Source: an optimization exercise on an open RTL-to-GDS flow (aim: small area, a short achievable clock period and few clock cycles). Production flows keep margins and buffers that such runs may drop.
At most, simulation tests tie the RTL to the original design; equivalence was not proved.
For runs 1, 9 and 10, only the layout was checked, not whether the RTL still works.
Power figures rest on the tool's default switching activity, not on a simulated workload.

File: flow/design.v
`timescale 1ns/10ps
module LBP ( clk, reset, gray_addr, gray_req, gray_ready, gray_data, lbp_addr, lbp_valid, lbp_data, finish);
input   	clk;
input   	reset;
output  [13:0] 	gray_addr;
output reg         	gray_req;
input   	gray_ready;
input   [7:0] 	gray_data;
output reg  [13:0] 	lbp_addr;
output reg  	lbp_valid;
output reg  [7:0] 	lbp_data;
output reg  	finish;
parameter K = 6;               
localparam H = K + 2;          
localparam JW = $clog2(H);
reg [6:0] r, x;                
reg [JW-1:0] j;                
reg [7:0] sr [0:H];            
assign gray_addr = {r, x};
wire colend = (j == 0);
always @(posedge clk or posedge reset) begin
    if (reset) begin
        r <= 7'd1;
        x <= 7'd0;
        j <= 0;
        gray_req <= 1'b0;
        lbp_valid <= 1'b0;
        finish <= 1'b0;
    end else begin
        gray_req <= 1'b1;
        if (colend) begin
            j <= H-1;
            x <= x - 7'd1;
            r <= (x == 7'd0) ? r - 7'd1 : r - (H-1);
        end else begin
            j <= j - 1;
            r <= r + 7'd1;
        end
        lbp_valid <= (j <= H-3) | (r[6:1] == 6'd0);
        finish <= finish | (lbp_valid & (lbp_addr == {7'd126, 7'd1}));
    end
end
function [1:0] cmp2;
    input [7:0] a, b;
    reg [7:0] g, l;
    reg [3:0] g1, l1;
    reg [1:0] g2, l2;
    integer k;
    begin
        g = a & ~b;
        l = ~a & b;
        for (k = 0; k < 4; k = k + 1) begin
            g1[k] = g[2*k+1] | (~l[2*k+1] & g[2*k]);
            l1[k] = l[2*k+1] | (~g[2*k+1] & l[2*k]);
        end
        for (k = 0; k < 2; k = k + 1) begin
            g2[k] = g1[2*k+1] | (~l1[2*k+1] & g1[2*k]);
            l2[k] = l1[2*k+1] | (~g1[2*k+1] & l1[2*k]);
        end
        cmp2[1] = ~(l2[1] | (~g2[1] & l2[0]));
        cmp2[0] = ~(g2[1] | (~l2[1] & g2[0]));
    end
endfunction
wire [7:0] c  = sr[H];
wire [1:0] rdl = cmp2(gray_data, c);
wire [1:0] rlt = cmp2(sr[0], c);
wire [1:0] rul = cmp2(sr[1], c);
wire [1:0] rdn = cmp2(sr[H-1], c);
reg [H:0]   d2;    
reg [H-1:0] d4;    
reg [H-2:0] d7;    
reg         d1;    
wire [7:0] code = {d7[H-2], rdn[1], rdl[1], d4[H-1], rlt[1], d2[H], d1, rul[1]};
wire zero = (r[6:1] == 6'd0) | (x[6:1] == 6'h3f);
integer i;
always @(posedge clk) begin
    sr[0] <= gray_data;
    for (i = 1; i <= H; i = i + 1)
        sr[i] <= sr[i-1];
    d2 <= {d2[H-1:0], rdl[0]};
    d4 <= {d4[H-2:0], rlt[0]};
    d7 <= {d7[H-3:0], rul[0]};
    d1 <= rdn[0];
    lbp_addr <= {r - 7'd1, x + 7'd1};
    lbp_data <= zero ? 8'd0 : code;
end
endmodule
File: flow/flow/run.sh
#!/bin/bash
# Standard layout, with the port buffers given as one buffer cell and the
# clock tree built without dummy loads. make's output goes to make.log here.
set -euo pipefail
export BUFFER_PORTS_ARGS="-buffer_cell sky130_fd_sc_hd__buf_2"
export CTS_ARGS="-sink_clustering_enable -repair_clock_nets -dont_use_dummy_load -buf_list sky130_fd_sc_hd__clkbuf_8 -sink_clustering_size 30 -sink_clustering_max_diameter 200"
bash standard.sh > make.log 2>&1
File: flow/standard.sh
#!/bin/bash
# synth_recipe.tcl (not shown) runs the flow's synth.tcl, then flattens the netlist and writes it again
# the make line also repeats each setting of config.mk as NAME=value (left out here)
make -C /OpenROAD-flow-scripts/flow DESIGN_CONFIG=/design/flow/config.mk WORK_HOME=/design/flow/orfs CLKGATE_MAP_FILE= SYNTH_SCRIPT=/design/flow/synth_recipe.tcl "${@:-finish}"
File: flow/config.mk
export PLATFORM = sky130hd
export DESIGN_NAME = LBP
export DESIGN_NICKNAME = LBP
export VERILOG_FILES = /design/flow/design.v
export SDC_FILE = /design/flow/constraint.sdc
export NUM_CORES = 4
export LEC_CHECK = 0
export CAP_MARGIN = 20
export CORE_MARGIN = 2
export CORE_UTILIZATION = 40
export SETUP_SLACK_MARGIN = 2.1
export SLEW_MARGIN = 20
File: flow/constraint.sdc
create_clock -name core_clock -period 4.0 [get_ports {clk}]
set_input_delay 0.8000 -clock core_clock [delete_from_list [all_inputs] [get_ports {clk}]]
set_output_delay 0.8000 -clock core_clock [all_outputs]
set_load 0.01 [all_outputs]
==> flow_summary.ini, run 1 <==
[floorplanning]
coreArea_sq_um = 10900
die_x_microns = 110
dieArea_sq_um = 12200
ios = 50
die_y_microns = 110
start_util = 0.413
num_rows = 38

[critical_path]
cp_num_buf_inv = 1
reg2reg_depth = 5
start_kind = flop
r2r_setup_slack_ps = 2190
r2r-end = lbp_data[6]
crit_chain = buf_2
reg2reg_from = r[4]
required_ps = 3200
crit_path_end_kind = primary output
slowest_stage = dfrtp_2
cp_num_cells = 1
cp_data_arrival_time_ps = 1070
critPathTopFamily = flip-flops
worst-setup-path-type = flop to primary output
crit_fanout = 9
cp-startpoint = x[2]
max_stage_delay_ps = 480

[sta]
relSlewSlack = 0.466
period_minus_slack_ps = 1870
fin_setup_tns_ps = 0
maxSlewViolCount = 0
rsz0062_at_grt = true
fmax_ghz = 0.535
period_share = 0.467
hold_viol = 0
fin_skew_ps = 24.1
tightest_slew_ps = 800
finalSetupViolCount = 0

[placement]
dpl.hpwl_microns = 5380
io_buffer_count = 48
finalWeightedCongestion = 0.794
post-place-cells = 570

[synth]
yosys_warnings = 2
synth_enable_flop_cells = 0
syn_inst = 391
synth_largest_area_cell = dfxtp_1
syn-num-nets = 410
synth-seq-cells = 139
synth_area_sq_um = 4520
synth_ff_type = dfxtp_1
synth_top_area_share = 0.527
async_reset_ff_frac = 0.144
ys_seq_area_frac = 0.638
avgSynthCellArea_sq_um = 11.6
synth.area.top_cells = dfxtp_1 53%, dfrtp_1 11%, maj3_1 3.1%
synthDistinctLibCells = 52

[grt]
grt_max_degree = 21
grt.total_usage = 0.135
grt_pass1_wl_microns = 12200
antenna_found_initial = 0
grt_pass1_vias = 2715
overflow = 0

[min_path]
min_path_type = flop to flop
hp-start = sr[3][2]
holdPathEnd = sr[4][2]
min_path_cells = 0

[drt]
wire_per_inst_microns = 12.6
num_vias = 2861
drt-total-wl_microns = 7520
antenna_left = 0
via_per_inst = 4.81
drc = 0
firstDrtPassIters = 4
drt-initial-drc-count = 83

[job]
drv_cap = 0

[clock_tree]
clk_pin_slew_ps = 70
clockRootBuffer = clkbuf_8
insertion_delay_ps = 430
htree_levels = 4
cts_hold_buf = 0
cts_buffer_depth = 2
cts_buffers = 17
cts.sinks = 139
tritoncts = yes

[finish]
instances_no_fill = 595
final_nets = 476
drive_gt1_frac = 0.242
area_growth_pct = 16.3
n_antenna_cell = 0

[status]
status = no timing/DRC/antenna violations

[pwr]
total_leakage_power_uw = 0.00223
vdd_drop_max_v = 0.000202
p_per_area_nw_per_um2 = 458
==> routing by layer <==
| metal | vias up | track usage | share of wire |
|---|---|---|---|
| li1 | 1440 | - | - |
| met1 | 1342 | 0.158 | 0.46 |
| met2 | 68 | 0.220 | 0.47 |
| met3 | 11 | 0.0535 | 0.056 |
| met4 | 0 | 0.0616 | 0.017 |
| met5 | - | 0 | 0 |
==> cell usage after synthesis, types with 3 or more instances <==
cell type	number
maj3_2	10
dfxtp_1	119
a31o_2	3
a21oi_1	8
nor2_1	22
a32oi_1	3
xor2_1	9
nand2_1	22
nor3_1	3
a31oi_1	3
dfrtp_1	19
maj3_1	14
nand3_1	7
inv_1	32
nand2b_1	9
a211oi_1	6
o21ai_0	8
a21o_1	3
and2_1	6
xnor2_1	12
o211ai_1	3
nor2b_1	13
ha_1	8
clkbuf_1	9
a22oi_1	3
==> logic make-up (layout without fill, tap and decap cells) <==
logic type                 Yosys count  after routing  share of synthesized area
xor gates and xnor gates            21             21                     0.0407
and+or+nand+nor                     97             97                      0.113
other                                1              1                   0.000830
AOI/OAI and AO/OA                   57             57                     0.0911
buffers and inverters               43            107                     0.0357
DFF                                139            139                      0.638
muxes                                1              1                    0.00221
adders and majority gates           32             32                     0.0781
==> layout by cell type, fill, tap and decap left out, drive strengths merged, types with 2 or more instances in the layout <==
cell type	synthesis	layout
a31oi	3	3
nor2b	14	14
o221ai	2	2
nand3	7	7
a41oi	2	2
ha	8	8
buf	0	56
dfxtp	119	119
o211ai	3	3
a22oi	3	3
a31o	3	3
a311oi	2	2
maj3	24	24
o32ai	2	2
inv	33	33
a211oi	6	6
nor3	3	3
nor2	22	22
clkbuf	9	17
nand2	22	22
xnor2	12	12
a32oi	3	3
o21a	2	2
or2	2	2
nor4	2	2
a221oi	2	2
nor4b	2	2
dfrtp	19	19
nand4	2	2
xor2	9	9
and2	6	6
a21o	3	3
o21ai	8	8
o211a	2	2
nand2b	9	9
a21oi	8	8
==> worst max path at each step <==
stage / endpoint / slack [ps]
final: gray_addr[2] / 2130
after global routing: x[5] / 2030
after CTS: gray_addr[1] / 2060
after detailed placement: lbp_data[6] / 1850
after global placement: lbp_data[6] / 1860
after floorplan: lbp_data[5] / 2110
==> metrics by stage <==
step	power (uW)	setup slack, ps	utilization	cell area, sq um	hold WS (ps)
floorplan	1610	2110	-	4520	310
global placement	1650	1860	0.448	4900	310
detailed placement	1660	1850	0.448	4900	312
CTS	2440	2060	0.474	5180	312
global route	2520	2030	0.481	5260	314
finish	2410	2130	0.481	5260	309
==> final cells by class <==
cell class | count | area [sq um]
timing repair buffer | 56 | 307
multi-input combinational | 209 | 1520
sequential | 139 | 2900
clock buffer | 17 | 234
inverter | 34 | 128
tap | 140 | 175
fill | 1026 | 5680
==> report_power, final <==
group	total, uW	leakage [uW]	switching, uW	internal (uW)
Combinational	118	0.000912	61.9	56.5
Sequential	1510	0.00120	33.1	1470
Clock	784	0.000122	411	373
==> state kept, by name, summed over array words and instances, names as in the netlist, 7 cells and up <==
register and flops:
r 7, d7 7, x 7, lbp_addr 14, d2 9, sr 72, lbp_data 8, d4 8
==> what timing repair did <==
item | CTS | global route
setup endpoints to repair | 15 | 14
resized for setup | 10 | 10
buffers inserted | 1 | 7
==> run 2, diff against run 1 <==
--- a/flow/design.v
+++ b/flow/design.v
@@ -14,3 +14,3 @@
 localparam H = K + 2;          
-localparam JW = $clog2(H);
+localparam JW = 3;                
 reg [6:0] r, x;                
==> flow/flow/run.sh (replaced) <==
#!/bin/bash
# Standard layout, with the port buffers given as one buffer cell and the
# clock tree built without dummy loads. make's output goes to make.log here.
set -euo pipefail
export BUFFER_PORTS_ARGS="-buffer_cell sky130_fd_sc_hd__buf_2"
export CTS_ARGS="-sink_clustering_enable -repair_clock_nets -dont_use_dummy_load -buf_list sky130_fd_sc_hd__clkbuf_8"
bash standard.sh > make.log 2>&1
--- a/flow/config.mk
+++ b/flow/config.mk
@@ -7,2 +7,3 @@
 export LEC_CHECK = 0
+export ABC_CLOCK_PERIOD_IN_PS = 1500
 export CAP_MARGIN = 20
==> run 2 against run 1 <==
Combinational power is essentially flat. Via count is the same. Clock skew is the same. Final cell count is the same. Cell area is the same. Core utilization is the same. Critical endpoint unchanged.
==> flow_summary.ini, run 2 <==
[drt]
firstDrtPassIters = 4
drc = 0
via_per_inst = 4.81
drt-initial-drc-count = 83
num_vias = 2861
antenna_left = 0
drt-total-wl_microns = 7520
wire_per_inst_microns = 12.6

[critical_path]
crit_fanout = 9
reg2reg_depth = 5
crit_path_end_kind = primary output
cp_num_buf_inv = 1
r2r_setup_slack_ps = 2190
slowest_stage = dfrtp_2
cp-startpoint = x[2]
reg2reg_from = r[4]
cp-endpoint = gray_addr[2]
critPathTopFamily = flip-flops
cp_data_arrival_time_ps = 1070
r2r-end = lbp_data[6]
crit_chain = buf_2
worst-setup-path-type = flop to primary output
required_ps = 3200
cp_num_cells = 1
start_kind = flop
max_stage_delay_ps = 480

[synth]
yosys-mux-area-fraction = 0.00221
synthXorXnorAreaFrac = 0.0407
yosys_warnings = 2
ys_seq_area_frac = 0.638
synth.most_common_cell = dfxtp_1
synth_compound_area_frac = 0.0911
synth_common_cells = 119 x dfxtp_1, 32 x inv_1, 22 x nand2_1, 22 x nor2_1, 19 x dfrtp_1
synth_largest_area_cell = dfxtp_1
async_reset_ff_frac = 0.144
syn-num-nets = 410
synth_ff_type = dfxtp_1
synth_simple_gate_area_frac = 0.113
synthDistinctLibCells = 52
synth_enable_flop_cells = 0
synth-seq-cells = 139
yosys.area_share.adder = 0.0781
synth_top_family_by_area = simple AND/OR/NAND/NOR gates
syn_inst = 391
synth.area.top_cells = dfxtp_1 53%, dfrtp_1 11%, maj3_1 3.1%
synth_top_area_share = 0.527
avgSynthCellArea_sq_um = 11.6
synth_area_sq_um = 4520

[sta]
fin_skew_ps = 24.1
tightest_slew_ps = 800
hold_viol = 0
fin_setup_tns_ps = 0
rsz0062_at_grt = true
period_share = 0.467
whs_ps = 309
maxSlewViolCount = 0
finalSetupViolCount = 0
fmax_ghz = 0.535
period_minus_slack_ps = 1870
relSlewSlack = 0.466
setup_ws_ps = 2130

[placement]
dpl.hpwl_microns = 5380
finalWeightedCongestion = 0.794
place_ws_ps = 1850
io_buffer_count = 48
post-place-cells = 570

[pwr]
p_per_area_nw_per_um2 = 458
vdd_drop_max_v = 0.000202
total_leakage_power_uw = 0.00223

[finish]
layout_common_cells = 119 x dfxtp_1, 47 x buf_2, 32 x inv_1, 22 x nor2_1, 22 x nand2_1
final_nets = 476
largest_register_ffs = 72
n_antenna_cell = 0
top_regs = sr: 72 flops, lbp_addr: 14 flops, d2: 9 flops
instances_no_fill = 595
top_register = sr
final_core_util = 0.481
final_common_cell = dfxtp_1
area_growth_pct = 16.3
fill_cells = 1026
drive_gt1_frac = 0.242

[min_path]
min_path_type = flop to flop

[job]
drv_cap = 0

[clock_tree]
cts_buffer_depth = 2
cts_buffers = 17
htree_levels = 4
cts.sinks = 139
clockRootBuffer = clkbuf_8
insertion_delay_ps = 430
tritoncts = yes
clk_pin_slew_ps = 70

[floorplanning]
dieArea_sq_um = 12200
die_y_microns = 110
die_x_microns = 110
num_rows = 38
coreArea_sq_um = 10900
start_util = 0.413
ios = 50

[grt]
grt_pass1_vias = 2715
overflow = 0
grt_max_degree = 21
grt_pass1_wl_microns = 12200
grt.total_usage = 0.135
antenna_found_initial = 0

[status]
status = no timing/DRC/antenna violations
-- run 2: cell counts in the layout (fill, tap and decap cells not counted) --
No cell type changed its count.
-- run 2: kinds of logic after synthesis --
family / count (synthesis)
AOI/OAI and AO/OA: 57
xor gates and xnor gates: 21
other: 1
muxes: 1
and+or+nand+nor: 97
DFF: 139
buffers and inverters: 43
adders and majority gates: 32
-- run 2: area by class of cell --
| cell class | instances | area (sq um) | area share |
|---|---|---|---|
| Timing Repair Buffer | 56 | 307 | 0.0583 |
| Sequential cell | 139 | 2900 | 0.551 |
| Clock buffer | 17 | 234 | 0.0445 |
| Tap cell | 140 | 175 | 0.0333 |
| Multi-Input combinational cell | 209 | 1520 | 0.288 |
| Inverter | 34 | 128 | 0.0243 |
-- run 2: per-layer routing --
layer  up-vias  GRT usage  wire length (microns)
li1       1440          -                      -
met3        11     0.0535                    421
met2        68      0.220                   3540
met1      1342      0.158                   3430
met5         -          0                      0
met4         0     0.0616                    131
-- run 2: report_power, final --
group          total [uW]  switching [uW]  internal, uW
registers            1510            33.1          1470
logic                 118            61.9          56.5
clock network         784             411           373
total                2410             506          1900
-- run 2: per-stage QoR --
stage / area (sq um) / power [uW]
2_1_floorplan: 4520 / 1610
3_3_place_gp: 4900 / 1650
3_5_place_dp: 4900 / 1660
4_1_cts: 5180 / 2440
5_1_grt: 5260 / 2520
6_report: 5260 / 2410
-- run 2: repair_timing --
item	CTS	global route
endpoints found under the setup margin	15	14
hold buffers	0	0
gates resized for setup	10	10
buffers inserted	1	7
-- run 2: worst min path at each step --
stage | depth (start not counted) | end | from | slack, ps
finish | 0 | sr[4][2] | sr[3][2] | 310
global route | 0 | sr[4][2] | sr[3][2] | 310
CTS | 0 | d2[2] | d2[1] | 310
detailed placement | 0 | d2[4] | d2[3] | 310
global placement | 0 | sr[5][5] | sr[4][5] | 310
floorplan | 0 | d2[1] | d2[0] | 310
Testbench counts of run 2, summed over its fixed seeds: cycles 387,126.
==> run 3, diff against run 2 <==
--- a/flow/config.mk
+++ b/flow/config.mk
@@ -7,6 +7,5 @@
 export LEC_CHECK = 0
-export ABC_CLOCK_PERIOD_IN_PS = 1500
 export CAP_MARGIN = 20
 export CORE_MARGIN = 2
-export CORE_UTILIZATION = 40
+export CORE_UTILIZATION = 60
 export SETUP_SLACK_MARGIN = 2.1
==> run 3 against run 2 <==
Still clean on timing, DRC and antenna. First-iteration DRC count grew 37%. Critical path depth did not move. Combinational power is essentially flat. Critical endpoint is now gray_addr[3].
==> flow_summary.ini, run 3 <==
[status]
status = no timing/DRC/antenna violations

[floorplanning]
coreArea_sq_um = 7290
ios = 50
num_rows = 31
dieArea_sq_um = 8240
start_util = 0.620
die_x_microns = 90.8
die_y_microns = 90.8

[finish]
layout_common_cells = 119 x dfxtp_1, 47 x buf_2, 32 x inv_1, 22 x nor2_1, 22 x nand2_1
drive_gt1_frac = 0.236
final_common_cell = dfxtp_1
final_nets = 474
fill_cells = 557
top_register = sr
instances_no_fill = 552
largest_register_ffs = 72
area_growth_pct = 14.5
n_antenna_cell = 0
top_regs = sr: 72 flops, lbp_addr: 14 flops, d2: 9 flops

[clock_tree]
tritoncts = yes
insertion_delay_ps = 410
clockRootBuffer = clkbuf_8
cts_hold_buf = 0
clk_pin_slew_ps = 70
cts_buffers = 17
htree_levels = 4
cts_buffer_depth = 2
cts.sinks = 139

[sta]
relSlewSlack = 0.463
period_share = 0.462
fin_setup_tns_ps = 0
period_minus_slack_ps = 1850
finalSetupViolCount = 0
setup_ws_ps = 2150
fmax_ghz = 0.541
tightest_slew_ps = 804
hold_viol = 0
maxSlewViolCount = 0
rsz0062_at_grt = true
fin_skew_ps = 21.0

[synth]
synth_ff_type = dfxtp_1
synth.area.top_cells = dfxtp_1 53%, dfrtp_1 11%, maj3_1 3.1%
synthDistinctLibCells = 52
async_reset_ff_frac = 0.144
syn-num-nets = 410
synth_top_area_share = 0.527
yosys_warnings = 2
synth-seq-cells = 139
synth.most_common_cell = dfxtp_1
ys_seq_area_frac = 0.638
avgSynthCellArea_sq_um = 11.6
syn_inst = 391
synth_largest_area_cell = dfxtp_1
synth_area_sq_um = 4520
synth_enable_flop_cells = 0
synth_common_cells = 119 x dfxtp_1, 32 x inv_1, 22 x nand2_1, 22 x nor2_1, 19 x dfrtp_1

[critical_path]
reg2reg_from = x[0]
critPathTopFamily = flip-flops
cp-startpoint = x[3]
crit_chain = buf_2
required_ps = 3200
start_kind = flop
crit_fanout = 8
worst-setup-path-type = flop to primary output
max_stage_delay_ps = 470
crit_path_end_kind = primary output
cp_data_arrival_time_ps = 1050
cp_num_buf_inv = 1
slowest_stage = dfrtp_2

[pwr]
total_leakage_power_uw = 0.00222
total_power_uw = 2410
vdd_drop_max_v = 0.000274
p_per_area_nw_per_um2 = 465

[drt]
num_vias = 2890
antenna_left = 0
drt-total-wl_microns = 7580
drc = 0
via_per_inst = 5.24
wire_per_inst_microns = 13.7
firstDrtPassIters = 4
drt-initial-drc-count = 114

[grt]
grt_pass1_vias = 2789
grt_pass1_wl_microns = 12700
overflow = 0
grt.total_usage = 0.197
antenna_found_initial = 0
grt_max_degree = 21

[placement]
dpl.hpwl_microns = 5220
post-place-cells = 529
finalWeightedCongestion = 0.779
io_buffer_count = 48
place_ws_ps = 1890

[min_path]
hp-start = sr[4][2]
min_path_type = flop to flop

[job]
drv_cap = 0
run 3: final timing paths:
| check | to | slack [ps] | cells past startpoint |
|---|---|---|---|
| min in group asynchronous | r[3] | 540 | 2 |
| min | sr[5][2] | 320 | 0 |
| min reg2reg | sr[5][2] | 320 | 0 |
| max | gray_addr[3] | 2150 | 1 |
| max reg2reg | r[2] | 2180 | 7 |
| max in group asynchronous | x[1] | 2880 | 2 |
run 3: final cells by class:
type | instances | area, sq um | share of cell area
tap | 99 | 124 | 0.0239
inverter | 34 | 128 | 0.0247
multi-input combinational | 209 | 1500 | 0.290
clock buffer | 17 | 234 | 0.0452
sequential | 139 | 2900 | 0.560
timing repair buffer | 54 | 292 | 0.0563
run 3: routing by layer:
metal	track usage	wire, microns	vias to the layer above
met5	0	0	-
met4	0.0871	153	0
met3	0.0584	376	19
met2	0.336	3690	78
met1	0.229	3360	1356
li1	-	-	1437
run 3: power breakdown:
part | switching (uW) | total [uW] | internal, uW
Combinational | 63.1 | 120 | 56.5
Sequential | 33.8 | 1510 | 1470
Clock | 408 | 781 | 374
run 3: logic make-up after synthesis:
group	after synthesis	synth area share
multiplexers	1	0.00221
other	1	0.000830
adder cells (fa/ha/maj)	32	0.0781
flip-flops	139	0.638
XOR/XNOR	21	0.0407
buffers and inverters	43	0.0357
AO/OA/AOI/OAI	57	0.0911
AND/OR/NAND/NOR	97	0.113
run 3: through the flow:
step | util | area, sq um | hold WS (ps)
floorplan | - | 4520 | 310
global placement | 0.665 | 4850 | 310
detailed placement | 0.665 | 4850 | 312
CTS | 0.701 | 5110 | 315
global route | 0.710 | 5170 | 318
finish | 0.710 | 5170 | 317
run 3: repair_timing:
item / CTS / global route
setup endpoints to repair: 14 / 15
gates resized for setup: 7 / 10
setup buffers: 1 / 5
==> run 4, diff against run 3 <==
--- a/flow/config.mk
+++ b/flow/config.mk
@@ -9,3 +9,3 @@
 export CORE_MARGIN = 2
-export CORE_UTILIZATION = 60
+export CORE_UTILIZATION = 75
 export SETUP_SLACK_MARGIN = 2.1
==> run 4 against run 3 <==
Critical path depth unchanged. Core utilization up 17 points. Via count rose by 5.8%. Cell area grew 0.41%. Non-clock buffer count increased by 5. Total power up 0.71%. Clock power is 1% higher. Critical path type unchanged. Critical endpoint is now gray_addr[6]. Highest routed layer unchanged.
==> flow_summary.ini, run 4 <==
[finish]
top_regs = sr: 72 flops, lbp_addr: 14 flops, d2: 9 flops
final_nets = 479
final_common_cell = dfxtp_1
n_antenna_cell = 0
fill_cells = 286
drive_gt1_frac = 0.253
layout_common_cells = 117 x dfxtp_1, 48 x buf_2, 31 x inv_1, 22 x nor2_1, 22 x nand2_1
top_register = sr
largest_register_ffs = 72
instances_no_fill = 533
area_growth_pct = 14.9

[floorplanning]
dieArea_sq_um = 6660
die_y_microns = 81.6
ios = 50
die_x_microns = 81.6
num_rows = 28
coreArea_sq_um = 5890
start_util = 0.768

[drt]
firstDrtPassIters = 4
num_vias = 3058
drc = 0
drt-total-wl_microns = 8970
wire_per_inst_microns = 16.8
via_per_inst = 5.74
antenna_left = 0
drt-initial-drc-count = 132

[clock_tree]
cts_buffers = 17
tritoncts = yes
insertion_delay_ps = 430
clockRootBuffer = clkbuf_8
cts.sinks = 139
htree_levels = 4
cts_buffer_depth = 2
clk_pin_slew_ps = 80
cts_hold_buf = 0

[synth]
synth_common_cells = 119 x dfxtp_1, 32 x inv_1, 22 x nand2_1, 22 x nor2_1, 19 x dfrtp_1
syn-num-nets = 410
synth.most_common_cell = dfxtp_1
async_reset_ff_frac = 0.144
yosys_warnings = 2
syn_inst = 391
synth.area.top_cells = dfxtp_1 53%, dfrtp_1 11%, maj3_1 3.1%
synth_ff_type = dfxtp_1
synth-seq-cells = 139
synthDistinctLibCells = 52
avgSynthCellArea_sq_um = 11.6
synth_area_sq_um = 4520
synth_top_area_share = 0.527
synth_largest_area_cell = dfxtp_1
synth_enable_flop_cells = 0
ys_seq_area_frac = 0.638

[placement]
post-place-cells = 505
dpl.hpwl_microns = 5640
place_ws_ps = 1850
io_buffer_count = 48
finalWeightedCongestion = 0.920

[critical_path]
slowest_stage = dfrtp_1
reg2reg_from = r[4]
crit_fanout = 5
crit_path_end_kind = primary output
cp_num_buf_inv = 1
cp_num_cells = 1
r2r-end = lbp_data[6]
crit_chain = buf_2
cp_data_arrival_time_ps = 1130
cp-endpoint = gray_addr[6]
r2r_setup_slack_ps = 2140
worst-setup-path-type = flop to primary output
cp-startpoint = x[6]
critPathTopFamily = flip-flops
reg2reg_depth = 5
start_kind = flop
required_ps = 3200
max_stage_delay_ps = 520

[job]
drv_cap = 0

[pwr]
p_per_area_nw_per_um2 = 466
total_leakage_power_uw = 0.00224
vdd_drop_max_v = 0.000417

[sta]
finalSetupViolCount = 0
relSlewSlack = 0.469
maxSlewViolCount = 0
rsz0062_at_grt = true
fmax_ghz = 0.518
hold_viol = 0
fin_skew_ps = 26.4
period_share = 0.483
period_minus_slack_ps = 1930
setup_ws_ps = 2070
fin_setup_tns_ps = 0
tightest_slew_ps = 796

[grt]
grt_pass1_wl_microns = 13100
antenna_found_initial = 0
overflow = 0
grt_max_degree = 21
grt.total_usage = 0.273
grt_pass1_vias = 2824

[min_path]
min_path_type = flop to flop

[status]
status = no timing/DRC/antenna violations
-- run 4: cell counts after synthesis --
Identical to the previous run, type by type.
-- run 4: how the worst min path moves through the flow --
stage                   from        to  slack, ps  cells after the start
floorplan              d2[0]     d2[1]        310                      0
global placement    sr[2][6]  sr[3][6]        310                      0
detailed placement     d4[5]     d4[6]        310                      0
CTS                 sr[6][5]  sr[7][5]        320                      0
global route        sr[6][0]  sr[7][0]        320                      0
finish              sr[6][5]  sr[7][5]        310                      0
-- run 4: layout make-up --
class	instances	area [sq um]	share of cell area
multi-input combinational	209	1520	0.292
tap	75	93.8	0.0181
clock buffer	17	234	0.0450
sequential	139	2900	0.558
inverter	34	128	0.0246
timing repair buffer	59	323	0.0621
-- run 4: per-stage QoR --
step	total power [uW]	hold WS, ps	area, sq um	util
after floorplan	1610	310	4520	-
after global placement	1640	310	4820	0.819
after detailed placement	1660	312	4820	0.819
after CTS	2430	315	5110	0.868
after global routing	2510	321	5200	0.883
final	2420	313	5200	0.883
-- run 4: kinds of logic after synthesis --
| family | synth area share |
|---|---|
| flip-flops | 0.638 |
| multiplexers | 0.00221 |
| AO/OA/AOI/OAI | 0.0911 |
| other | 0.000830 |
| adder cells (fa/ha/maj) | 0.0781 |
| buffers and inverters | 0.0357 |
| AND/OR/NAND/NOR | 0.113 |
| XOR/XNOR | 0.0407 |
-- run 4: per-layer routing --
metal | part of all wire | global-route usage | vias to the layer above
li1 | - | - | 1442
met1 | 0.38 | 0.305 | 1456
met2 | 0.54 | 0.475 | 140
met3 | 0.065 | 0.0835 | 20
met4 | 0.019 | 0.128 | 0
met5 | 0 | 0 | -
-- run 4: power by group --
group	internal [uW]	leakage, uW	switching, uW	total, uW
combinational	56.9	0.000923	67.3	124
sequential	1470	0.00120	36.6	1510
clock	373	0.000122	417	790
-- run 4: timing repair --
item / 4_1_cts / 5_1_grt
pin swaps: 0 / 0
endpoints found under the hold margin: 0 / 0
resized for setup: 8 / 13
setup buffers: 4 / 7
endpoints found under the setup margin: 15 / 17
==> run 5, diff against run 4 <==
==> flow/flow/run.sh (replaced) <==
#!/bin/bash
# Standard layout, with the port buffers given as one buffer cell and the
# clock tree built without dummy loads. make's output goes to make.log here.
set -euo pipefail
export BUFFER_PORTS_ARGS="-buffer_cell sky130_fd_sc_hd__buf_2"
export CTS_ARGS="-sink_clustering_enable -repair_clock_nets -dont_use_dummy_load -buf_list sky130_fd_sc_hd__clkbuf_8 -root_buf sky130_fd_sc_hd__clkbuf_16"
bash standard.sh > make.log 2>&1
--- a/flow/config.mk
+++ b/flow/config.mk
@@ -9,3 +9,3 @@
 export CORE_MARGIN = 2
-export CORE_UTILIZATION = 75
+export CORE_UTILIZATION = 60
 export SETUP_SLACK_MARGIN = 2.1
==> run 5 against run 4 <==
Still clean on timing, DRC and antenna. Fmax increased by 5.2%. Sequential share of layout area increased by 0.38 points. Die area increased by 24%. Synthesized cell count unchanged. Register-to-register slack improved by 50 ps. Area after synthesis unchanged. Clock power increased by 2%. Critical path type unchanged.
==> flow_summary.ini, run 5 <==
[status]
status = no timing/DRC/antenna violations

[drt]
drc = 0
drt-total-wl_microns = 7380
wire_per_inst_microns = 13.5
drt-initial-drc-count = 106
via_per_inst = 5.20
firstDrtPassIters = 4
antenna_left = 0
num_vias = 2844

[sta]
fin_skew_ps = 20.2
fin_setup_tns_ps = 0
fmax_ghz = 0.545
finalSetupViolCount = 0
period_share = 0.459
maxSlewViolCount = 0
relSlewSlack = 0.483
tightest_slew_ps = 775
whs_ps = 318
hold_viol = 0
rsz0062_at_grt = true
period_minus_slack_ps = 1830

[critical_path]
critPathTopFamily = flip-flops
crit_chain = buf_2
start_kind = flop
crit_fanout = 8
slowest_stage = dfrtp_1
r2r_setup_slack_ps = 2190
cp-startpoint = r[5]
max_stage_delay_ps = 500
reg2reg_from = r[4]
required_ps = 3200
r2r-end = lbp_data[6]
worst-setup-path-type = flop to primary output
crit_path_end_kind = primary output
cp_num_buf_inv = 1
reg2reg_depth = 5
cp_data_arrival_time_ps = 1030
cp_num_cells = 1

[min_path]
min_path_type = flop to flop
hp-start = sr[4][2]
min_path_cells = 0
holdPathEnd = sr[5][2]

[pwr]
p_seq_frac = 0.619
combinationalPowerShare = 0.049
total_leakage_power_uw = 0.00221
p_per_area_nw_per_um2 = 473
p_int_uw = 1930
vdd_drop_max_v = 0.000275
p_sw_uw = 504
power_frac_clock = 0.332
p_sw_frac = 0.207

[clock_tree]
cts_hold_buf = 0
cts.sinks = 139
insertion_delay_ps = 340
clk_pin_slew_ps = 60
cts_buffer_depth = 2
tritoncts = yes
clockRootBuffer = clkbuf_16
htree_levels = 4
cts_buffers = 17

[floorplanning]
die_y_microns = 90.8
num_rows = 31
die_x_microns = 90.8
ios = 50
dieArea_sq_um = 8240
coreArea_sq_um = 7290
start_util = 0.620

[synth]
synth_common_cells = 119 x dfxtp_1, 32 x inv_1, 22 x nand2_1, 22 x nor2_1, 19 x dfrtp_1
avgSynthCellArea_sq_um = 11.6
yosys_warnings = 2
async_reset_ff_frac = 0.144
synth_enable_flop_cells = 0
synth.area.top_cells = dfxtp_1 53%, dfrtp_1 11%, maj3_1 3.1%
ys_seq_area_frac = 0.638
synthDistinctLibCells = 52
syn_inst = 391
synth_largest_area_cell = dfxtp_1
synth_top_area_share = 0.527
synth_area_sq_um = 4520
synth.most_common_cell = dfxtp_1
synth_ff_type = dfxtp_1
syn-num-nets = 410
synth-seq-cells = 139

[finish]
n_antenna_cell = 0
instances_no_fill = 547
drive_gt1_frac = 0.212
top_regs = sr: 72 flops, lbp_addr: 14 flops, d2: 9 flops
layout_common_cells = 119 x dfxtp_1, 48 x buf_2, 32 x inv_1, 22 x nor2_1, 22 x nand2_1
final_common_cell = dfxtp_1
largest_register_ffs = 72
top_register = sr
area_growth_pct = 13.8
final_nets = 469

[grt]
use_met3 = 0.0559
grt_use_met2 = 0.336
grtUsageMet1 = 0.229
grt_max_degree = 21
grt.total_usage = 0.196
grt_pass1_wl_microns = 12600
overflow = 0
grt_pass1_vias = 2788
grt-busiest-layer = met2
antenna_found_initial = 0

[placement]
dpl.hpwl_microns = 5220
post-place-cells = 529
io_buffer_count = 48
finalWeightedCongestion = 0.779

[job]
drv_cap = 0
[run 5: cell counts after synthesis]
No cell type changed its count.
[run 5: how the worst max path moves through the flow]
stage	slack (ps)	to
2_1_floorplan	2110	lbp_data[5]
3_3_place_gp	1920	lbp_data[6]
3_5_place_dp	1890	lbp_data[5]
4_1_cts	2100	lbp_data[6]
5_1_grt	2080	lbp_data[6]
6_report	2170	gray_addr[12]
[run 5: final cells by class]
cell class	instances	area [sq um]
multi-input cells	209	1510
clock buffers	17	245
flip-flops and latches	139	2890
fillers	570	2150
repair buffers	49	248
inverters	34	128
well taps	99	124
[run 5: kinds of logic (layout without fill, tap and decap cells)]
| family | count (synthesis) | count (layout) | share of synthesized area |
|---|---|---|---|
| compound gates | 57 | 57 | 0.0911 |
| xor+xnor | 21 | 21 | 0.0407 |
| fa+ha+maj | 32 | 32 | 0.0781 |
| buf+inv | 43 | 100 | 0.0357 |
| flops | 139 | 139 | 0.638 |
| mux | 1 | 1 | 0.00221 |
| other cells | 1 | 1 | 0.000830 |
| simple gates | 97 | 97 | 0.113 |
[run 5: per-layer routing]
metal	routed length, microns	share of wire
met5	0	0
met2	3670	0.50
met1	3250	0.44
met3	363	0.049
met4	95	0.013
[run 5: repair_timing]
item                                    in CTS  in global routing
pin swaps                                    0                  0
resized for setup                            3                  8
endpoints found under the setup margin      10                  9
cloned                                       0                  0
buffers inserted                             1                  0
[run 5: power by group through the flow]
stage / Clock (uW) / Sequential (uW) / Combinational, uW
finish: 806 / 1510 / 119
CTS: 828 / 1510 / 121
global placement: 0 / 1530 / 116
detailed placement: 0 / 1540 / 120
floorplan: 0 / 1530 / 82.4
global route: 892 / 1520 / 133
[run 5: metrics by stage]
step | setup slack, ps | utilization | instance area [sq um] | total power, uW
floorplan | 2110 | - | 4520 | 1610
global placement | 1920 | 0.665 | 4850 | 1650
detailed placement | 1890 | 0.665 | 4850 | 1660
CTS | 2100 | 0.702 | 5120 | 2460
global route | 2080 | 0.705 | 5140 | 2540
finish | 2170 | 0.705 | 5140 | 2430
==> run 6, diff against run 5 <==
--- a/flow/config.mk
+++ b/flow/config.mk
@@ -7,2 +7,3 @@
 export LEC_CHECK = 0
+export ABC_AREA = 1
 export CAP_MARGIN = 20
==> run 6 against run 5 <==
Still clean. Die area up 4.3%. Critical path depth stayed put. Wire length increased by 2.9%. Total power hardly changed. Flip-flop and latch count stayed put. Cell area is 3.4% higher. Fmax barely moved. Via count grew 14%. Register-to-register slack improved by 290 ps.
==> flow_summary.ini, run 6 <==
[status]
status = no timing/DRC/antenna violations

[drt]
firstDrtPassIters = 4
wire_per_inst_microns = 10.8
via_per_inst = 4.63
drt-total-wl_microns = 7590
num_vias = 3247
drt-initial-drc-count = 105
drc = 0
antenna_left = 0

[critical_path]
start_kind = flop
worst-setup-path-type = flop to primary output
max_stage_delay_ps = 560
slowest_stage = dfstp_2
required_ps = 3200
critPathTopFamily = flip-flops
crit_chain = buf_2
cp_data_arrival_time_ps = 1030
cp_num_buf_inv = 1
crit_fanout = 5
crit_path_end_kind = primary output

[clock_tree]
insertion_delay_ps = 360
htree_levels = 4
tritoncts = yes
clockRootBuffer = clkbuf_16
post_cts_buffers = 0
cts_buffers = 17
clk_pin_slew_ps = 90
cts.sinks = 139
cts_buffer_depth = 2

[synth]
synth_simple_gate_area_frac = 0.229
synth_common_cells = 146 x nand2_1, 119 x dfxtp_1, 84 x inv_1
synth_largest_area_cell = dfxtp_1
async_reset_ff_frac = 0.144
synth_top_family_by_area = simple AND/OR/NAND/NOR gates
yosys.area_share.adder = 0.0212
synth_area_sq_um = 4730
yosys-mux-area-fraction = 0
synth_enable_flop_cells = 0
ys_seq_area_frac = 0.610
avgSynthCellArea_sq_um = 8.78
synth_top_area_share = 0.504
synthXorXnorAreaFrac = 0.0275
synthDistinctLibCells = 30
yosys_warnings = 2
syn-num-nets = 557
synth.area.top_cells = dfxtp_1 50%, nand2_1 12%, dfrtp_1 10%
synth_ff_type = dfxtp_1
synth-seq-cells = 139
syn_inst = 538
synth_compound_area_frac = 0.0270
synth.most_common_cell = nand2_1

[grt]
grt_pass1_vias = 3043
grt_max_degree = 21
grt_pass1_wl_microns = 13000
antenna_found_initial = 0
grt.total_usage = 0.195
overflow = 0

[sta]
fmax_ghz = 0.545
rsz0062_at_grt = false
fin_skew_ps = 29.5
period_share = 0.459
relSlewSlack = 0.460
finalSetupViolCount = 0
maxSlewViolCount = 0
tightest_slew_ps = 809
fin_setup_tns_ps = 0
hold_viol = 0
period_minus_slack_ps = 1830

[pwr]
total_leakage_power_uw = 0.00287
p_per_area_nw_per_um2 = 457
vdd_drop_max_v = 0.000306

[finish]
n_antenna_cell = 0
top_regs = sr: 72 flops, lbp_addr: 14 flops, d2: 9 flops
top_register = sr
drive_gt1_frac = 0.184
instances_no_fill = 701
layout_common_cells = 146 x nand2_1, 119 x dfxtp_1, 84 x inv_1, 60 x nor2_1, 48 x buf_2
final_common_cell = nand2_1
area_growth_pct = 12.5
largest_register_ffs = 72
final_nets = 620

[placement]
post-place-cells = 684
dpl.hpwl_microns = 5630
io_buffer_count = 48
finalWeightedCongestion = 0.830

[floorplanning]
die_y_microns = 92.8
coreArea_sq_um = 7690
die_x_microns = 92.8
start_util = 0.615
ios = 50
dieArea_sq_um = 8600
num_rows = 32

[min_path]
min_path_type = flop to flop

[job]
drv_cap = 0
-- run 6: per-layer routing --
| metal | GRT usage | share of wire | wire length [microns] | vias up |
|---|---|---|---|---|
| met5 | 0 | 0 | 0 | - |
| met4 | 0.0662 | 0.012 | 93 | 0 |
| met3 | 0.0594 | 0.042 | 321 | 9 |
| met2 | 0.333 | 0.48 | 3680 | 70 |
| met1 | 0.235 | 0.46 | 3490 | 1462 |
| li1 | - | - | - | 1706 |
-- run 6: power breakdown --
part           leakage (uW)  switching [uW]  internal (uW)
clock network      0.000127             405            399
logic               0.00154            75.9           45.1
registers           0.00120            30.7           1470
-- run 6: what timing repair did --
item                                    in CTS  in global routing
hold buffers                                 0                  0
resized for setup                            0                  2
endpoints found under the setup margin       0                  2
-- run 6: through the flow --
step                      hold slack (ps)  worst slack (ps)  total power (uW)   util  area [sq um]
final                                 307              2170              2430  0.692          5320
after global routing                  304              2130              2540  0.692          5320
after CTS                             304              2110              2460  0.691          5310
after detailed placement              312              2420              1660  0.659          5070
after global placement                310              2410              1650  0.659          5070
after floorplan                       310              2620              1610      -          4730
-- run 6: layout make-up --
class | instances | area (sq um)
flip-flops and latches | 139 | 2890
fillers | 658 | 2370
multi-input cells | 296 | 1450
inverters | 99 | 372
clock buffers | 17 | 245
repair buffers | 48 | 240
well taps | 102 | 128
-- run 6: kinds of logic after synthesis --
family | count (synthesis)
AND/OR/NAND/NOR | 251
buffers and inverters | 103
flip-flops | 139
other | 1
XOR/XNOR | 14
adder cells (fa/ha/maj) | 8
AO/OA/AOI/OAI | 22
-- run 6: worst paths after layout --
check                           startpoint  depth (start not counted)  slack (ps)            to
worst max-delay path                  r[0]                          1        2170  gray_addr[7]
worst min-delay path                 d4[6]                          0         310         d4[7]
worst max register to register        r[0]                          6        2480          r[6]
worst min register to register       d4[6]                          0         310         d4[7]
max in group asynchronous            reset                          2        2820          r[5]
min in group asynchronous            reset                          2         610          x[5]
==> run 7, diff against run 6 <==
--- a/flow/config.mk
+++ b/flow/config.mk
@@ -7,3 +7,2 @@
 export LEC_CHECK = 0
-export ABC_AREA = 1
 export CAP_MARGIN = 20
@@ -11,3 +10,3 @@
 export CORE_UTILIZATION = 60
-export SETUP_SLACK_MARGIN = 2.1
+export SETUP_SLACK_MARGIN = 2.0
 export SLEW_MARGIN = 20
==> run 7 against run 6 <==
Wire length down 2.7%. Sequential share of layout area up 2.0 points. Still clean on timing, DRC and antenna. Critical path type unchanged. Highest routed layer unchanged. Register-to-register slack worse by 270 ps. Cell area down 3.7%. Synthesized cell count down 27%. Core utilization up 1.1 points. Flip-flop and latch count unchanged. Global-route usage about the same. Worst hold slack better by 9.7 ps. Total power up 0.11%.
==> flow_summary.ini, run 7 <==
[status]
status = no timing/DRC/antenna violations

[synth]
synth_top_area_share = 0.527
synth_enable_flop_cells = 0
synth.area.top_cells = dfxtp_1 53%, dfrtp_1 11%, maj3_1 3.1%
yosys-mux-area-fraction = 0.00221
async_reset_ff_frac = 0.144
synth_common_cells = 119 x dfxtp_1, 32 x inv_1, 22 x nand2_1, 22 x nor2_1, 19 x dfrtp_1
synth_largest_area_cell = dfxtp_1
synth_compound_area_frac = 0.0911
synthXorXnorAreaFrac = 0.0407
ys_seq_area_frac = 0.638
yosys_warnings = 2
synth_area_sq_um = 4520
synth_top_family_by_area = simple AND/OR/NAND/NOR gates
synth.most_common_cell = dfxtp_1
synthDistinctLibCells = 52
avgSynthCellArea_sq_um = 11.6
synth-seq-cells = 139
syn-num-nets = 410
syn_inst = 391
yosys.area_share.adder = 0.0781
synth_simple_gate_area_frac = 0.113
synth_ff_type = dfxtp_1

[min_path]
min_path_cells = 0
holdPathEnd = sr[5][2]
hp-start = sr[4][2]
min_path_type = flop to flop

[floorplanning]
start_util = 0.620
die_x_microns = 90.8
num_rows = 31
coreArea_sq_um = 7290
ios = 50
die_y_microns = 90.8
dieArea_sq_um = 8240

[drt]
drt-initial-drc-count = 105
firstDrtPassIters = 4
drt-total-wl_microns = 7390
via_per_inst = 5.23
drc = 0
wire_per_inst_microns = 13.5
antenna_left = 0
num_vias = 2856

[clock_tree]
clk_pin_slew_ps = 60
htree_levels = 4
cts_hold_buf = 0
clockRootBuffer = clkbuf_16
insertion_delay_ps = 340
cts_buffer_depth = 2
cts.sinks = 139
cts_buffers = 17
tritoncts = yes
post_cts_buffers = 0

[sta]
period_share = 0.478
fmax_ghz = 0.523
whs_ps = 317
tightest_slew_ps = 804
period_minus_slack_ps = 1910
fin_setup_tns_ps = 0
maxSlewViolCount = 0
rsz0062_at_grt = false
hold_viol = 0
fin_skew_ps = 20.7
relSlewSlack = 0.463
finalSetupViolCount = 0

[grt]
grt.total_usage = 0.195
grt_pass1_vias = 2770
antenna_found_initial = 0
grt_max_degree = 21
grt_pass1_wl_microns = 12600
overflow = 0

[pwr]
vdd_drop_max_v = 0.000273
total_leakage_power_uw = 0.00220
p_per_area_nw_per_um2 = 475

[finish]
instances_no_fill = 546
drive_gt1_frac = 0.199
final_nets = 468
largest_register_ffs = 72
fill_cells = 573
final_area_sq_um = 5120
final_common_cell = dfxtp_1
n_antenna_cell = 0
area_growth_pct = 13.3
layout_common_cells = 119 x dfxtp_1, 48 x buf_2, 32 x inv_1, 22 x nor2_1, 22 x nand2_1
top_regs = sr: 72 flops, lbp_addr: 14 flops, d2: 9 flops
multi_input_area_sq_um = 1500
top_register = sr
regArea_sq_um = 2880
final_core_util = 0.702

[critical_path]
reg2reg_depth = 5
required_ps = 3200
cp_num_buf_inv = 1
start_kind = flop
crit_chain = buf_2
cp_data_arrival_time_ps = 1110
max_stage_delay_ps = 570
slowest_stage = dfrtp_1
worst-setup-path-type = flop to primary output
critPathTopFamily = flip-flops
crit_fanout = 12
crit_path_end_kind = primary output
r2r-end = lbp_data[6]
reg2reg_from = r[4]
r2r_setup_slack_ps = 2210

[placement]
post-place-cells = 529
dpl.hpwl_microns = 5220
finalWeightedCongestion = 0.779
placed_cell_area_sq_um = 4850
io_buffer_count = 48

[job]
drv_cap = 0
## run 7: cell count changes after synthesis, moves of 9 or more
cell / delta
nand2_2: -9
nand2b_1: +9
clkbuf_1: +9
nor2_1: -38
maj3_1: +14
xnor2_1: +11
maj3_2: +10
nand2_1: -124
nor2b_1: +13
inv_1: -52
nand3_1: -11
inv_2: -14
## run 7: layer usage
| layer | share of wire | vias to the layer above | GRT usage |
|---|---|---|---|
| met5 | 0 | - | 0 |
| met4 | 0.017 | 0 | 0.0833 |
| met3 | 0.048 | 13 | 0.0559 |
| met2 | 0.49 | 72 | 0.333 |
| met1 | 0.45 | 1347 | 0.229 |
| li1 | - | 1424 | - |
## run 7: layout make-up
cell class	instances	area share
Sequential cell	139	0.563
Multi-Input combinational cell	209	0.293
Inverter	34	0.0249
Tap cell	99	0.0242
Clock buffer	17	0.0479
Timing Repair Buffer	48	0.0469
## run 7: logic make-up after synthesis
logic type | count (synthesis)
mux | 1
xor+xnor | 21
other cells | 1
flops | 139
compound gates | 57
buf+inv | 43
simple gates | 97
fa+ha+maj | 32
## run 7: timing repair
item,4_1_cts,5_1_grt
setup endpoints to repair,8,2
gates resized for setup,2,2
endpoints found under the hold margin,0,0
## run 7: through the flow
| step | total power, uW | setup slack, ps |
|---|---|---|
| after detailed placement | 1660 | 1890 |
| after global placement | 1650 | 1920 |
| after global routing | 2540 | 2010 |
| after floorplan | 1610 | 2110 |
| after CTS | 2460 | 2080 |
| final | 2430 | 2090 |
## run 7: how the worst max path moves through the flow
stage | from | end | slack, ps | cells after the start
floorplan | gray_data[4] | lbp_data[5] | 2110 | 5
global placement | x[3] | lbp_data[6] | 1920 | 5
detailed placement | gray_data[4] | lbp_data[5] | 1890 | 6
CTS | r[2] | gray_addr[9] | 2080 | 1
global route | r[2] | gray_addr[9] | 2010 | 1
finish | r[2] | gray_addr[9] | 2090 | 1
## run 7: power breakdown
part           total, uW  switching [uW]  internal [uW]
Sequential          1510            33.9           1470
Combinational        120            63.1           56.5
Clock                806             407            399
==> run 8, diff against run 7 <==
--- a/flow/config.mk
+++ b/flow/config.mk
@@ -10,3 +10,3 @@
 export CORE_UTILIZATION = 60
-export SETUP_SLACK_MARGIN = 2.0
+export SETUP_SLACK_MARGIN = 2.2
 export SLEW_MARGIN = 20
==> run 8 against run 7 <==
Clock power about the same. Total power is essentially flat. Synthesized cell count did not move. Core utilization up 3.1 points. First-iteration DRC count increased by 43%. Clock-buffer cell count is the same. Largest power group unchanged.
==> flow_summary.ini, run 8 <==
[floorplanning]
die_y_microns = 90.8
dieArea_sq_um = 8240
num_rows = 31
ios = 50
coreArea_sq_um = 7290
die_x_microns = 90.8
start_util = 0.620

[clock_tree]
clockRootBuffer = clkbuf_16
htree_levels = 4
cts_buffers = 17
clk_pin_slew_ps = 70
cts_hold_buf = 0
tritoncts = yes
cts.sinks = 139
cts_buffer_depth = 2
insertion_delay_ps = 360

[critical_path]
max_stage_delay_ps = 550
cp_data_arrival_time_ps = 990
critPathTopFamily = flip-flops
cp_num_buf_inv = 1
crit_path_end_kind = primary output
crit_chain = buf_6
start_kind = flop
required_ps = 3200
crit_fanout = 2
worst-setup-path-type = flop to primary output
slowest_stage = dfstp_2

[drt]
drc = 0
antenna_left = 0
wire_per_inst_microns = 13.9
firstDrtPassIters = 4
drt-total-wl_microns = 7850
drt-initial-drc-count = 150
via_per_inst = 5.19
num_vias = 2940

[synth]
avgSynthCellArea_sq_um = 11.6
synthDistinctLibCells = 52
syn_inst = 391
ys_seq_area_frac = 0.638
async_reset_ff_frac = 0.144
yosys_warnings = 2
synth.area.top_cells = dfxtp_1 53%, dfrtp_1 11%, maj3_1 3.1%
synth.most_common_cell = dfxtp_1
synth_area_sq_um = 4520
synth_common_cells = 119 x dfxtp_1, 32 x inv_1, 22 x nand2_1, 22 x nor2_1, 19 x dfrtp_1
synth_ff_type = dfxtp_1
synth_top_area_share = 0.527
synth-seq-cells = 139
synth_largest_area_cell = dfxtp_1
synth_enable_flop_cells = 0
syn-num-nets = 410

[finish]
top_register = sr
layout_common_cells = 117 x dfxtp_1, 46 x buf_2, 30 x inv_1, 22 x nor2_1, 22 x nand2_1
final_core_util = 0.733
final_area_sq_um = 5340
regArea_sq_um = 2900
drive_gt1_frac = 0.281
final_nets = 488
top_regs = sr: 72 flops, lbp_addr: 14 flops, d2: 9 flops
final_common_cell = dfxtp_1
area_growth_pct = 18.2
fill_cells = 546
largest_register_ffs = 72
n_antenna_cell = 0
multi_input_area_sq_um = 1540

[sta]
hold_viol = 0
finalSetupViolCount = 0
relSlewSlack = 0.462
period_share = 0.446
maxSlewViolCount = 0
fin_setup_tns_ps = 0
period_minus_slack_ps = 1790
whs_ps = 305
fin_skew_ps = 27.7
tightest_slew_ps = 807
fmax_ghz = 0.560
rsz0062_at_grt = true

[placement]
dpl.hpwl_microns = 5210
placed_cell_area_sq_um = 4860
finalWeightedCongestion = 0.779
io_buffer_count = 48

[pwr]
total_leakage_power_uw = 0.00231
p_per_area_nw_per_um2 = 455
vdd_drop_max_v = 0.000254

[grt]
grt_max_degree = 21
antenna_found_initial = 0
grt_pass1_vias = 2791
grt_pass1_wl_microns = 12700
overflow = 0
grt.total_usage = 0.202

[min_path]
min_path_type = flop to flop

[status]
status = no timing/DRC/antenna violations

[job]
drv_cap = 0
run 8: metrics by stage:
stage / power (uW) / std cells / worst slack, ps
floorplan: 1610 / 391 / 2160
global placement: 1650 / 529 / 1920
detailed placement: 1660 / 529 / 1910
CTS: 2460 / 555 / 2160
global route: 2550 / 566 / 2170
finish: 2430 / 566 / 2210
run 8: layer usage:
metal  GRT usage  up-vias  share of wire
met5           0        -              0
met4      0.0972        0          0.019
met3      0.0718       14          0.049
met2       0.328       90           0.50
met1       0.237     1377           0.44
li1            -     1459              -
run 8: final timing paths:
path / startpoint / to / slack, ps / cells after the start
max: r[0] / gray_addr[7] / 2210 / 1
min: sr[3][7] / sr[4][7] / 310 / 0
max reg2reg: j[0] / x[5] / 2260 / 6
min reg2reg: sr[3][7] / sr[4][7] / 310 / 0
max in group asynchronous: reset / r[1] / 2830 / 2
min in group asynchronous: reset / r[6] / 580 / 2
run 8: kinds of logic (layout without fill, tap and decap cells):
group | Yosys count | after routing | share of synthesized area
muxes | 1 | 1 | 0.00221
and+or+nand+nor | 97 | 97 | 0.113
other | 1 | 1 | 0.000830
DFF | 139 | 139 | 0.638
xor gates and xnor gates | 21 | 21 | 0.0407
buffers and inverters | 43 | 119 | 0.0357
adders and majority gates | 32 | 32 | 0.0781
AOI/OAI and AO/OA | 57 | 57 | 0.0911
run 8: what timing repair did:
| item | 4_1_cts | 5_1_grt |
|---|---|---|
| gates resized for setup | 19 | 10 |
| setup endpoints to repair | 22 | 22 |
| setup buffers | 9 | 11 |
run 8: power by group:
group	internal (uW)	total, uW	switching (uW)
Sequential	1470	1510	34.5
Clock	399	806	407
Combinational	57.4	120	62.6
run 8: final cells by class:
class,count,share of cell area
clock buffer,17,0.0459
inverter,34,0.0244
multi-input combinational,209,0.288
sequential,139,0.543
tap,99,0.0232
timing repair buffer,68,0.0754
==> run 9, diff against run 8 <==
--- a/flow/design.v
+++ b/flow/design.v
@@ -18,4 +18,7 @@
 reg [7:0] sr [0:H];            
-assign gray_addr = {r, x};
+reg [13:0] ga;                 
+assign gray_addr = ga;
 wire colend = (j == 0);
+wire [6:0] r_n = !colend ? r + 7'd1 : (x == 7'd0) ? r - 7'd1 : r - (H-1);
+wire [6:0] x_n = colend ? x - 7'd1 : x;
 always @(posedge clk or posedge reset) begin
@@ -30,10 +33,5 @@
         gray_req <= 1'b1;
-        if (colend) begin
-            j <= H-1;
-            x <= x - 7'd1;
-            r <= (x == 7'd0) ? r - 7'd1 : r - (H-1);
-        end else begin
-            j <= j - 1;
-            r <= r + 7'd1;
-        end
+        j <= colend ? H-1 : j - 1;
+        x <= x_n;
+        r <= r_n;
         lbp_valid <= (j <= H-3) | (r[6:1] == 6'd0);
@@ -76,2 +74,3 @@
 always @(posedge clk) begin
+    ga <= {r_n, x_n};
     sr[0] <= gray_data;
--- a/flow/config.mk
+++ b/flow/config.mk
@@ -10,3 +10,3 @@
 export CORE_UTILIZATION = 60
-export SETUP_SLACK_MARGIN = 2.2
+export SETUP_SLACK_MARGIN = 2.25
 export SLEW_MARGIN = 20
==> run 9 against run 8 <==
Largest power group unchanged. Synthesized cell count grew 1.8%. Critical path depth grew 3. Non-clock buffer count grew 3. Final cell count up 2.1%. Critical path type is now flop to flop. Still clean on timing, DRC and antenna. Register-to-register slack hardly changed. Via count is 3.3% higher. Largest cell class unchanged. Critical endpoint is now lbp_data[0]. Worst hold slack is essentially flat.
==> flow_summary.ini, run 9 <==
[sta]
hold_viol = 0
period_share = 0.433
finalSetupViolCount = 0
fmax_ghz = 0.578
period_minus_slack_ps = 1730
setup_ws_ps = 2270
fin_setup_tns_ps = 0
tightest_slew_ps = 764
relSlewSlack = 0.490
fin_skew_ps = 33.5
maxSlewViolCount = 0
rsz0062_at_grt = true

[pwr]
p_sw_frac = 0.206
p_seq_frac = 0.629
vdd_drop_max_v = 0.000272
p_int_uw = 2080
p_sw_uw = 538
p_per_area_nw_per_um2 = 453
total_leakage_power_uw = 0.00239
combinationalPowerShare = 0.048
power_frac_clock = 0.323

[finish]
multi_input_area_sq_um = 1690
fill_cells = 536
top_register = sr
regArea_sq_um = 3190
n_antenna_cell = 0
final_common_cell = dfxtp_1
largest_register_ffs = 72
top_regs = sr: 72 flops, ga: 14 flops, lbp_addr: 14 flops
drive_gt1_frac = 0.334
final_nets = 497
layout_common_cells = 125 x dfxtp_1, 48 x buf_2, 22 x maj3_2, 21 x inv_1, 21 x buf_4
area_growth_pct = 19.6

[critical_path]
r2r-end = lbp_data[0]
cp-endpoint = lbp_data[0]
crit_fanout = 7
cp-startpoint = r[5]
cp_data_arrival_time_ps = 1970
reg2reg_depth = 4
start_kind = flop
reg2reg_from = r[5]
r2r_setup_slack_ps = 2270
required_ps = 4240
worst-setup-path-type = flop to flop
crit_path_end_kind = flop

[grt]
grt_max_degree = 21
antenna_found_initial = 0
grt.total_usage = 0.191
grt_pass1_wl_microns = 12800
grt_pass1_vias = 2858
overflow = 0

[synth]
avgSynthCellArea_sq_um = 12.1
synth_common_cells = 133 x dfxtp_1, 23 x inv_1, 19 x dfrtp_1
synth_enable_flop_cells = 0
synth.area.top_cells = dfxtp_1 55%, dfrtp_1 9.9%, maj3_2 4.0%
syn_inst = 398
synthDistinctLibCells = 57
synth-seq-cells = 153
ys_seq_area_frac = 0.656
synth_area_sq_um = 4830
synth_ff_type = dfxtp_1
synth_largest_area_cell = dfxtp_1
async_reset_ff_frac = 0.131
synth_top_area_share = 0.552
yosys_warnings = 2
syn-num-nets = 417
synth.most_common_cell = dfxtp_1

[clock_tree]
insertion_delay_ps = 370
cts_buffer_depth = 2
clk_pin_slew_ps = 90
htree_levels = 4
cts_buffers = 17
tritoncts = yes
clockRootBuffer = clkbuf_16
cts_hold_buf = 0
cts.sinks = 153

[drt]
antenna_left = 0
via_per_inst = 5.25
drt-total-wl_microns = 8080
wire_per_inst_microns = 14.0
drt-initial-drc-count = 111
firstDrtPassIters = 4
drc = 0
num_vias = 3036

[floorplanning]
ios = 50
die_x_microns = 93.7
dieArea_sq_um = 8780
start_util = 0.621
coreArea_sq_um = 7770
die_y_microns = 93.7
num_rows = 32

[placement]
finalWeightedCongestion = 0.805
dpl.hpwl_microns = 5150
place_ws_ps = 1930
io_buffer_count = 48

[job]
drv_cap = 0

[status]
status = no timing/DRC/antenna violations

[min_path]
min_path_type = flop to flop
-- run 9: critical path, cell delays in order (launching register included) --
cell	delay, ps
dfrtp_1	450
or3_4	380
or4_4	460
o21a_4	170
o211a_1	150
-- run 9: routing by layer --
metal | vias up | track usage | share of wire
li1 | 1503 | - | -
met1 | 1448 | 0.229 | 0.45
met2 | 74 | 0.317 | 0.50
met3 | 11 | 0.0690 | 0.046
met4 | 0 | 0.0713 | 0.011
met5 | - | 0 | 0
-- run 9: worst min-delay path by stage --
stage                     slack (ps)     to   from  cells after the start
after floorplan                  310  d2[1]  d2[0]                      0
after global placement           310  d4[5]  d4[4]                      0
after detailed placement         310  d7[3]  d7[2]                      0
after CTS                        310  d7[3]  d7[2]                      0
after global routing             310  d7[3]  d7[2]                      0
final                            310  d7[3]  d7[2]                      0
-- run 9: final cells by class --
class,instances,area share
flip-flops and latches,153,0.553
multi-input cells,211,0.293
inverters,24,0.0160
repair buffers,71,0.0728
well taps,102,0.0221
clock buffers,17,0.0425
-- run 9: logic make-up after synthesis --
logic type | Yosys count | share of synthesized area
DFF | 153 | 0.656
other | 1 | 0.000777
AOI/OAI and AO/OA | 59 | 0.0830
and+or+nand+nor | 94 | 0.112
buffers and inverters | 34 | 0.0267
adders and majority gates | 37 | 0.0853
xor gates and xnor gates | 20 | 0.0363
-- run 9: stage by stage --
step / util / cell area, sq um / hold WS [ps] / total power, uW / instances
after floorplan: - / 4850 / 310 / 1760 / 398
after global placement: 0.666 / 5170 / 310 / 1790 / 538
after detailed placement: 0.666 / 5170 / 313 / 1800 / 538
after CTS: 0.714 / 5550 / 308 / 2640 / 560
after global routing: 0.743 / 5770 / 315 / 2720 / 578
final: 0.743 / 5770 / 305 / 2620 / 578
-- run 9: power by group through the flow --
stage	Sequential (uW)	Combinational, uW	Clock, uW
4_1_cts	1650	126	865
6_report	1650	126	844
2_1_floorplan	1670	81.8	0
3_3_place_gp	1680	119	0
3_5_place_dp	1680	121	0
5_1_grt	1660	140	929
-- run 9: what timing repair did --
item | CTS | global route
endpoints found under the setup margin | 27 | 19
pin swaps | 8 | 22
resized for setup | 33 | 26
gates cloned | 0 | 0
buffers inserted | 5 | 18
==> run 10, diff against run 9 <==
--- a/flow/design.v
+++ b/flow/design.v
@@ -14,3 +14,3 @@
 localparam H = K + 2;          
-localparam JW = 3;                
+localparam JW = $clog2(H);
 reg [6:0] r, x;                
==> flow/flow/run.sh (replaced) <==
#!/bin/bash
# Standard layout, with the port buffers given as one buffer cell and the
# clock tree built without dummy loads. make's output goes to make.log here.
set -euo pipefail
export BUFFER_PORTS_ARGS="-buffer_cell sky130_fd_sc_hd__buf_2"
export CTS_ARGS="-sink_clustering_enable -repair_clock_nets -dont_use_dummy_load -buf_list sky130_fd_sc_hd__clkbuf_8"
bash standard.sh > make.log 2>&1
--- a/flow/config.mk
+++ b/flow/config.mk
@@ -9,4 +9,4 @@
 export CORE_MARGIN = 2
-export CORE_UTILIZATION = 60
-export SETUP_SLACK_MARGIN = 2.25
+export CORE_UTILIZATION = 40
+export SETUP_SLACK_MARGIN = 2.3
 export SLEW_MARGIN = 20
==> run 10 against run 9 <==
Sequential share of layout area is 1.0 points lower. Clock power decreased by 3.9%. Worst hold slack gained 12 ps. Via count barely moved. Non-clock buffer count rose by 1. Clock-buffer cell count did not move. Highest routed layer unchanged.
==> flow_summary.ini, run 10 <==
[synth]
synth_ff_type = dfxtp_1
ys_seq_area_frac = 0.656
syn-num-nets = 417
yosys_warnings = 2
synth-seq-cells = 153
synth_area_sq_um = 4830
synthDistinctLibCells = 57
synth_top_area_share = 0.552
synth_enable_flop_cells = 0
avgSynthCellArea_sq_um = 12.1
synth.area.top_cells = dfxtp_1 55%, dfrtp_1 9.9%, maj3_2 4.0%
async_reset_ff_frac = 0.131
syn_inst = 398
synth.most_common_cell = dfxtp_1
synth_common_cells = 133 x dfxtp_1, 23 x inv_1, 19 x dfrtp_1
synth_largest_area_cell = dfxtp_1

[critical_path]
r2r-end = lbp_data[2]
max_stage_delay_ps = 460
slowest_stage = or4_4
r2r_setup_slack_ps = 2250
reg2reg_depth = 4
cp_data_arrival_time_ps = 2040
crit_path_end_kind = flop
reg2reg_from = r[3]
required_ps = 4290
crit_fanout = 6
crit_chain = or3_4 > or4_4 > o21a_4 > and2_1
worst-setup-path-type = flop to flop
start_kind = flop

[sta]
whs_ps = 317
maxSlewViolCount = 0
relSlewSlack = 0.465
rsz0062_at_grt = true
fin_skew_ps = 24.8
tightest_slew_ps = 801
period_minus_slack_ps = 1750
hold_viol = 0
period_share = 0.438
fmax_ghz = 0.571
setup_ws_ps = 2250
finalSetupViolCount = 0
fin_setup_tns_ps = 0

[drt]
antenna_left = 0
firstDrtPassIters = 4
drc = 0
drt-initial-drc-count = 99
wire_per_inst_microns = 13.0
via_per_inst = 4.86
drt-total-wl_microns = 8090
num_vias = 3034

[clock_tree]
cts_buffers = 17
clockRootBuffer = clkbuf_8
insertion_delay_ps = 420
tritoncts = yes
clk_pin_slew_ps = 70
cts.sinks = 153
cts_buffer_depth = 2
htree_levels = 4

[min_path]
min_path_cells = 0
holdPathEnd = sr[3][5]
hp-start = sr[2][5]
min_path_type = flop to flop

[placement]
dpl.hpwl_microns = 5410
finalWeightedCongestion = 0.787
place_ws_ps = 1900
io_buffer_count = 48

[pwr]
power_frac_clock = 0.312
total_leakage_power_uw = 0.00245
vdd_drop_max_v = 0.000202
p_sw_uw = 535
p_sw_frac = 0.206
p_seq_frac = 0.634
p_int_uw = 2060
combinationalPowerShare = 0.054
p_per_area_nw_per_um2 = 439

[grt]
grt.total_usage = 0.131
grt_max_degree = 21
antenna_found_initial = 0
grt_pass1_vias = 2811
overflow = 0
grt_pass1_wl_microns = 13100

[finish]
drive_gt1_frac = 0.392
final_common_cell = dfxtp_1
layout_common_cells = 109 x dfxtp_1, 45 x buf_2, 23 x maj3_2, 21 x dfxtp_2, 21 x buf_4
n_antenna_cell = 0
largest_register_ffs = 72
top_regs = sr: 72 flops, ga: 14 flops, lbp_addr: 14 flops
fill_cells = 1063
top_register = sr
area_growth_pct = 22.7
final_nets = 498

[floorplanning]
ios = 50
coreArea_sq_um = 11900
dieArea_sq_um = 13000
num_rows = 40
die_y_microns = 114
die_x_microns = 114
start_util = 0.405

[job]
drv_cap = 0

[status]
status = no timing/DRC/antenna violations
run 10: worst max-delay path by stage:
stage               cells past startpoint          end         start  slack [ps]
floorplan                               5        d2[0]  gray_data[4]        2170
global placement                        7         r[5]          j[0]        1960
detailed placement                      7         r[5]          j[0]        1900
CTS                                     5  lbp_data[6]      sr[8][4]        2210
global route                            5  lbp_data[6]      sr[8][4]        2210
finish                                  4  lbp_data[2]          r[3]        2250
run 10: worst max-delay path: cells and delay by family, from the launching register on:
kind / cells / cell delay (ps)
simple gates: 3 / 1030
compound gates: 1 / 170
flops: 1 / 430
run 10: power groups by stage:
stage | Sequential [uW] | Clock, uW | Combinational, uW
2_1_floorplan | 1670 | 0 | 82.0
3_3_place_gp | 1680 | 0 | 120
3_5_place_dp | 1680 | 0 | 123
4_1_cts | 1650 | 846 | 133
5_1_grt | 1650 | 913 | 155
6_report | 1650 | 811 | 140
run 10: repair_timing:
action	CTS	global route
gates resized for setup	33	53
pin swaps	21	12
endpoints found under the setup margin	34	49
hold endpoints to repair	0	0
hold buffers	0	0
setup buffers	10	14
run 10: kinds of logic (layout without fill, tap and decap cells):
| group | count (synthesis) | count (layout) | synth area share |
|---|---|---|---|
| other cells | 1 | 1 | 0.000777 |
| xor+xnor | 20 | 20 | 0.0363 |
| flops | 153 | 153 | 0.656 |
| compound gates | 59 | 59 | 0.0830 |
| simple gates | 94 | 94 | 0.112 |
| buf+inv | 34 | 113 | 0.0267 |
| fa+ha+maj | 37 | 37 | 0.0853 |
run 10: per-layer routing:
layer,global-route usage,wire length [microns]
met2,0.210,3840
met5,0,0
met1,0.164,3740
met4,0.0537,78
met3,0.0436,426
run 10: metrics by stage:
stage,cells,utilization,power [uW],instance area (sq um)
6_report,624,0.497,2600,5920
5_1_grt,624,0.497,2720,5920
4_1_cts,610,0.476,2620,5670
3_5_place_dp,583,0.441,1800,5250
3_3_place_gp,583,0.441,1800,5250
2_1_floorplan,398,-,1760,4870
run 10: final cells by class:
type                       count  area [sq um]  area share
clock buffer                  17           234      0.0395
timing repair buffer          72           459      0.0776
inverter                      24          90.1      0.0152
tap                          147           184      0.0311
multi-input combinational    211          1740       0.294
sequential                   153          3210       0.543

Re-timed with assumed drivers on the ports (clkbuf_16 on the clock, buf_2 on other inputs), run 10 has 2.245 ns of setup slack against 2.248 ns with ideal ports, and 1.971 ns once port delays also move by the mid clock arrival of 0.438 ns.
